Background: an optimization exercise with open tools, aiming at small area and a short achievable clock period. Do not read the settings as production practice. No functional check of the RTL was part of any run shown here.

==> flow/design.v, too long to show whole: its modules and the start of the top module <==
// module PE: 1572 lines
module PE#(
    parameter d_width = 32,
    parameter a_width = 8,
    parameter iact_size =  5,
    parameter kernel_size = 3
)
(
    input start,
    input clk, rst_n,
    input [d_width -1 : 0] weight,
    input [d_width -1 : 0] iact,
    output reg load_weight,
    output reg load_iact,
    output reg done,
    output reg [d_width -1 : 0] pe_out
);
  // ...
==> flow/flow/run.sh <==
#!/bin/bash
# Layout flow: the standard layout (standard.sh), with the port buffers
# made as buf_2 cells instead of the cell buffer_ports picks by default.
set -euo pipefail
cat >> config.mk <<'EOC'
export BUFFER_PORTS_ARGS = -buffer_cell sky130_fd_sc_hd__buf_2
EOC
bash standard.sh > standard.log 2>&1
==> flow/standard.sh <==
#!/bin/bash
# synth_recipe.tcl (not shown) runs the flow's synth.tcl, then flattens the netlist and writes it again
# the make line also repeats each setting of config.mk as NAME=value (left out here)
make -C /OpenROAD-flow-scripts/flow DESIGN_CONFIG=/design/flow/config.mk WORK_HOME=/design/flow/orfs CLKGATE_MAP_FILE= SYNTH_SCRIPT=/design/flow/synth_recipe.tcl "${@:-finish}"
==> flow/config.mk <==
export PLATFORM = sky130hd
export DESIGN_NAME = PE
export DESIGN_NICKNAME = PE
export VERILOG_FILES = /design/flow/design.v
export SDC_FILE = /design/flow/constraint.sdc
export NUM_CORES = 4
export LEC_CHECK = 0
export CAP_MARGIN = 20
export CORE_MARGIN = 2
export CORE_UTILIZATION = 60
export CTS_BUF_LIST = sky130_fd_sc_hd__clkbuf_16
export CTS_CLUSTER_DIAMETER = 60
export CTS_CLUSTER_SIZE = 30
export SLEW_MARGIN = 20
export BUFFER_PORTS_ARGS = -buffer_cell sky130_fd_sc_hd__buf_2
==> flow/constraint.sdc <==
create_clock -name core_clock -period 10.0 [get_ports {clk}]
set_input_delay 2.0000 -clock core_clock [delete_from_list [all_inputs] [get_ports {clk}]]
set_output_delay 2.0000 -clock core_clock [all_outputs]
set_load 0.01 [all_outputs]
==> run notes, run 1 <==
Cells and area:
- The sequential cell count is 542.
- Multi-input logic gates represent a cell area share of a little over half.
- The number of non-clock buffers is between 100 and 150.
- The total of clock buffers placed in the layout is 41.
- The portion of the layout cell area used by clock cells is roughly 4.4%.

Setup path:
- The number of cells on the worst reg-to-reg path is 11.
- The signal on the critical path passes through inv_2 > a22oi_1 > xnor2_1 > maj3_1 > maj3_1 > xor2_1 > xnor2_1 > xnor2_1 > xor2_1 > ha_1 > nor2b_1.
- The critical path's top delay family is adder cells.
- The endpoint class of the critical path is a register.
- The largest single stage delay on the critical path is between 0.5 and 0.6 ns.

Die:
- The die is approximately 220 um wide.

Min path:
- The startpoint identified for the worst hold timing path is w2[4]$_DFF_P_.

STA:
- Setup repair after global routing left no endpoint under its margin.
- Setup slack on the critical path of the routed design comes to around 6.4 ns.
- Derived from the worst setup path, the maximum achievable clock frequency is around 280 MHz.

Synthesis:
- Summed over all instances, the cell type with the most area after synthesis is sky130_fd_sc_hd__dfxtp_1.
- The register area share after synthesis is 38.2%.
- Dividing the synthesized area by the synthesized cell count gives approximately 10 um2.
- The share of synthesized flip-flops with an asynchronous set or reset is 8.49%.
- The area share of fa/ha/maj cells after synthesis is 9.18%.

Detailed routing:
- The final routed wirelength across all metal layers is between 70 and 80 mm.
- In this run the top signal layer used is met4.

Placement:
- The weighted congestion reported at the end of routability-driven placement is between 0.9 and 1.
- The placed instances occupy a cell area of roughly 30000 um2.

Clock tree:
- The clock transition time at the flip-flop clock pins of the worst setup and hold paths is 0.10 ns.
- For this design, the sink count on the clock tree is 542.
- Once the clock tree was built, the resizer swapped 0 gates to a different size.
- In this run the number of H-tree levels came out at 2.

Global route:
- The via count of the first global-routing pass is about 20000.

Status:
- The flow ran to the end and the layout has no timing, DRC or antenna violations.
==> inputs of run 2 (changes only) <==
--- a/flow/config.mk
+++ b/flow/config.mk
@@ -6,4 +6,5 @@
 export NUM_CORES = 4
 export LEC_CHECK = 0
+export ABC_AREA = 1
 export CAP_MARGIN = 20
 export CORE_MARGIN = 2
==> run 2 against run 1 <==
Against the previous run:
- flip-flop and latch count stayed put
- highest routed layer is now met5
- global-route usage increased by 4.1 points
- critical endpoint unchanged
- via count is 51% higher
- register-to-register slack better by 0.15 ns
- setup slack better by 0.15 ns
- clock skew is 0.015 ns lower
- still clean on timing, DRC and antenna
- core utilization down 0.43 points
==> run notes, run 2 <==
Status:
- The run finished with no timing, DRC or antenna violations.

Detailed routing:
- The number of vias per cell is 5.35.
- The overall via count from detail_route is between 30000 and 40000.
- The first TritonRoute pass finished after 7 iterations.
- Dividing the detail-routed wire length by the instance count gives about 17 um.
- The DRC marker count from the first detailed-route iteration is approximately 3100.
- The final routed wirelength across all metal layers is 95.7 mm (+28%).
- Once detail routing completed, the nets flagged for antenna violations numbered 0.
- The remaining routing DRC violations is 0.

Setup path:
- The sort of element at the start of the critical path is a register.
- The number of cells on the worst reg-to-reg path is 16 (+5).
- Counting both buffers and inverters, the worst setup path holds a total of 4.
- Along the worst path, the maximum fanout reaches 16.
- The worst register-to-register path ends at acc0_s[25]$_SDFF_PP0_.
- The startpoint of the lowest-slack register-to-register path is negn[4]$_DFF_P_.
- The critical path's largest stage delay was 0.78 ns (+0.22 ns).
- Walking the worst path, the cells encountered are inv_1 > xor2_1 > nand2_1 > a21boi_0 > nand2_1 > nand3b_1 > nand2_1 > inv_1 > nand2_1 > nand2_1 > nand2_1 > nand2_1 > inv_1 > ha_1 > inv_1 > nor2_1.
- In this run the register-to-register setup slack is around 6.6 ns.
- Data on the critical path is required at its endpoint by roughly 10 ns.
- The worst setup path is captured at a register.
- The slowest cell on the critical path is sky130_fd_sc_hd__dfxtp_1.
- In this design, the critical path's most frequently occurring cell is sky130_fd_sc_hd__nand2_1.
- The kind of critical path is register to register.
- The critical path's top delay family is simple AND/OR/NAND/NOR gates.
- The critical path arrival is 3.87 ns.

STA:
- Setup repair after global routing left no endpoint under its margin.
- Setup total negative slack on the finished layout was measured at 0 ns.
- The max-slew violation total from the final report is 0.
- The worst slew margin relative to its limit is a little under a third.
- Setup violations remaining at the end of the flow were counted as 0.
- The final hold violation count is 0.
- At the pin with the least slew margin, the transition time is 1.02 ns.
- The peak clock frequency supported by timing is 293 MHz (+4.5%).
- The final critical delay including setup and external delays is between 3 and 4 ns.
- The final critical path takes up 34.2% of the cycle.
- The maximum clock skew at final layout is ~0.029 ns.

Cells and area:
- The leading cell type in the layout, fill and taps excluded is sky130_fd_sc_hd__nand2_1.
- The area growth from synthesis to layout is 7.21%.
- The count of cells in the finished layout, fillers not included, comes to a little under 6000.
- The share of post-route cells with drive strength above 1 is under 10%.
- In the layout the commonest cells are sky130_fd_sc_hd__nand2_1 (1926), sky130_fd_sc_hd__inv_1 (652), sky130_fd_sc_hd__nand3_1 (507).
- Counting the fill cells in the layout gives 5106.
- The number of nets in the layout is slightly above 5000.
- The share of the core filled with cells is 64.7%.

Synthesis:
- The number of warnings printed during yosys synthesis is 1.
- The top flip-flop cell by instance count after synthesis is sky130_fd_sc_hd__dfxtp_1.
- The share of the synthesized area in the top cell type is 30.8%.
- The commonest cells after synthesis are sky130_fd_sc_hd__nand2_1 (1926), sky130_fd_sc_hd__inv_1 (653), sky130_fd_sc_hd__nand3_1 (507), sky130_fd_sc_hd__dfxtp_1 (496), sky130_fd_sc_hd__xor2_1 (239).
- The register area share after synthesis was 34.3% (-3.9 points).
- The net count after synthesis is approximately 5100.
- In this run, distinct cell masters in the synthesized netlist total between 50 and 60.
- By area the synthesized netlist is led by sky130_fd_sc_hd__dfxtp_1 (31%), sky130_fd_sc_hd__nand2_1 (22%), sky130_fd_sc_hd__nand3_1 (7.9%).
- The number of synthesized register bits is 542.
- The cell area after technology mapping is 32300 um2.
- Counting every instance in the synthesized netlist gives 4996.
- The synthesized design spends more area on one cell type than any other, namely sky130_fd_sc_hd__dfxtp_1.
- The mean instance size in the synthesized netlist is 6.46 um2 (-35%).
- The most repeated cell in the gate-level netlist after synthesis is sky130_fd_sc_hd__nand2_1.
- Yosys mapped a number of flops with a built-in enable equal to 0.
- The share of synthesized flip-flops with an asynchronous set or reset came to 8.49% (unchanged).

Die:
- The die height is 236 um.
- For this configuration, the core starts out at a cell density of 60.3%.
- After floorplanning, the core was divided into 85 placement rows.
- The die covers around 56000 um2.
- The placeable core region is about 53000 um2.
- During I/O placement, the number of pins put on the boundary was about 100.
- The overall die width is 236 um (+5.4%).

Placement:
- The weighted congestion reported at the end of routability-driven placement came to 1.00 (+2.7%).
- The quantity of I/O buffers inserted on ports is about 100.
- Detailed placement ended at an HPWL of approximately 76 mm.
- The number of placed instances, taps included, is around 5700.

Clock tree:
- The count of cells resized by post-cts repair is 0 (unchanged).
- The clock reaches the later pin of the worst-skew pair after slightly above 0.6 ns.
- The number of levels in the clock H-tree came to 2 (unchanged).
- The total setup buffers inserted after CTS is 0.
- The clock transition time at the flip-flop clock pins of the worst setup and hold paths is 0.10 ns (about the same).
- The deepest clock path buffer count is 3.
- The number of sinks handled by clock tree synthesis is 542 (unchanged).
- The tree is rooted in a sky130_fd_sc_hd__clkbuf_16.
- The TritonCTS clock tree is built.
- The total CTS buffers is 39.
- The count of hold-fix buffers inserted at cts is 0.

Min path:
- The worst hold path belongs to the class register to register.
- The worst min-delay path startpoint is r4[19]$_DFF_P_.
- The sink of the worst hold path is r3[19]$_DFF_P_.
- Along the worst hold path, the cell count comes to 0.

Global route:
- The initial antenna violation count was 3.
- The first-pass GRT wire length is around 150 mm.
- For this run, the total global-route usage over all layers was measured as 34.0%.
- The largest net degree at the start of global routing is between 60 and 70.
- The total overflow left after global routing is 0.
- The via count of the first global-routing pass is 26800 (+34%).

Job:
- Across the run, the number of max-cap violations was 0.
[run 2: cell count changes in the layout (fill, tap and decap cells not counted), sizes merged, moves of 39 or more]
cell and delta:
a22oi -78, inv +502, or2 +40, a21boi +50
maj3 -182, nand2 +1823, a21oi +47, xor2 -39
o22ai -65, nand3 +497, xnor2 -445, mux2i -65
o21ai +144
[run 2: metal layers]
| metal | part of all wire [%] | GRT usage, % | vias up |
|---|---|---|---|
| li1 | - | - | 15800 |
| met1 | 46 | 51.4 | 13600 |
| met2 | 39 | 48.4 | 1223 |
| met3 | 11 | 5.82 | 195 |
| met4 | 3.5 | 11.1 | 4 |
| met5 | 0.027 | 0 | - |
[run 2: cells by family after synthesis]
| logic type | after synthesis | share of synthesized area, % |
|---|---|---|
| muxes | 34 | 1.18 |
| DFF | 542 | 34.3 |
| adders and majority gates | 65 | 2.57 |
| xor gates and xnor gates | 281 | 7.69 |
| AOI/OAI and AO/OA | 512 | 9.33 |
| buffers and inverters | 811 | 9.86 |
| and+or+nand+nor | 2751 | 35.0 |
[run 2: cell type report]
| class | instances | area, um2 | share of cell area, % |
|---|---|---|---|
| multi-input combinational | 3643 | 18000 | 52.1 |
| sequential | 542 | 11100 | 32.0 |
| inverter | 699 | 2630 | 7.59 |
| clock buffer | 41 | 1030 | 2.96 |
| tap | 696 | 871 | 2.52 |
| timing repair buffer | 112 | 588 | 1.70 |
| clock inverter | 27 | 392 | 1.13 |
| antenna | 1 | 2.50 | 0.00723 |
[run 2: how the worst max path moves through the flow]
| stage | start | end | slack (ns) | cells past startpoint |
|---|---|---|---|---|
| after floorplan | start | ld_w$_DFF_PN0_ | 7.27 | 6 |
| after global placement | neg[2]$_DFF_P_ | acc0_c[17]$_SDFF_PP0_ | 6.73 | 21 |
| after detailed placement | neg[2]$_DFF_P_ | acc0_c[17]$_SDFF_PP0_ | 6.69 | 21 |
| after CTS | neg[2]$_DFF_P_ | acc0_c[17]$_SDFF_PP0_ | 6.66 | 21 |
| after global routing | neg[2]$_DFF_P_ | acc0_c[17]$_SDFF_PP0_ | 6.28 | 21 |
| final | negn[4]$_DFF_P_ | acc0_s[25]$_SDFF_PP0_ | 6.58 | 16 |
[run 2: metrics by stage]
stage / hold slack, ns / setup slack, ns / area (um2)
final: 0.322 / 6.58 / 34600
after CTS: 0.325 / 6.66 / 34600
after floorplan: 0.310 / 7.27 / 32300
after global placement: 0.310 / 6.73 / 33200
after detailed placement: 0.312 / 6.69 / 33200
after global routing: 0.323 / 6.28 / 34600

==> static timing again, ports no longer ideal <==
In the flow no input, the clock included, has a driving cell. The finished layouts below were timed again as built, in two steps.
Step 1 sets driving cells, clkbuf_16 on the clock port and buf_2 on the other inputs (assumed; they add their load-dependent delay and slew).
Step 2 moves the port delays by t, midway between the first and last clock arrival at a register: inputs arrive t later, outputs are due t later. That takes back most of the time a late clock gives input paths.
Three values: ideal, step 1, step 2; two values: the first two.
run	shift t [ns]	setup slack, ns	pins driven straight from the clock port
run 1	0.653	6.430 / 6.430 / 6.430	1
run 2	0.655	6.582 / 6.582 / 6.582	1
After both steps setup and hold are still met in every run listed.
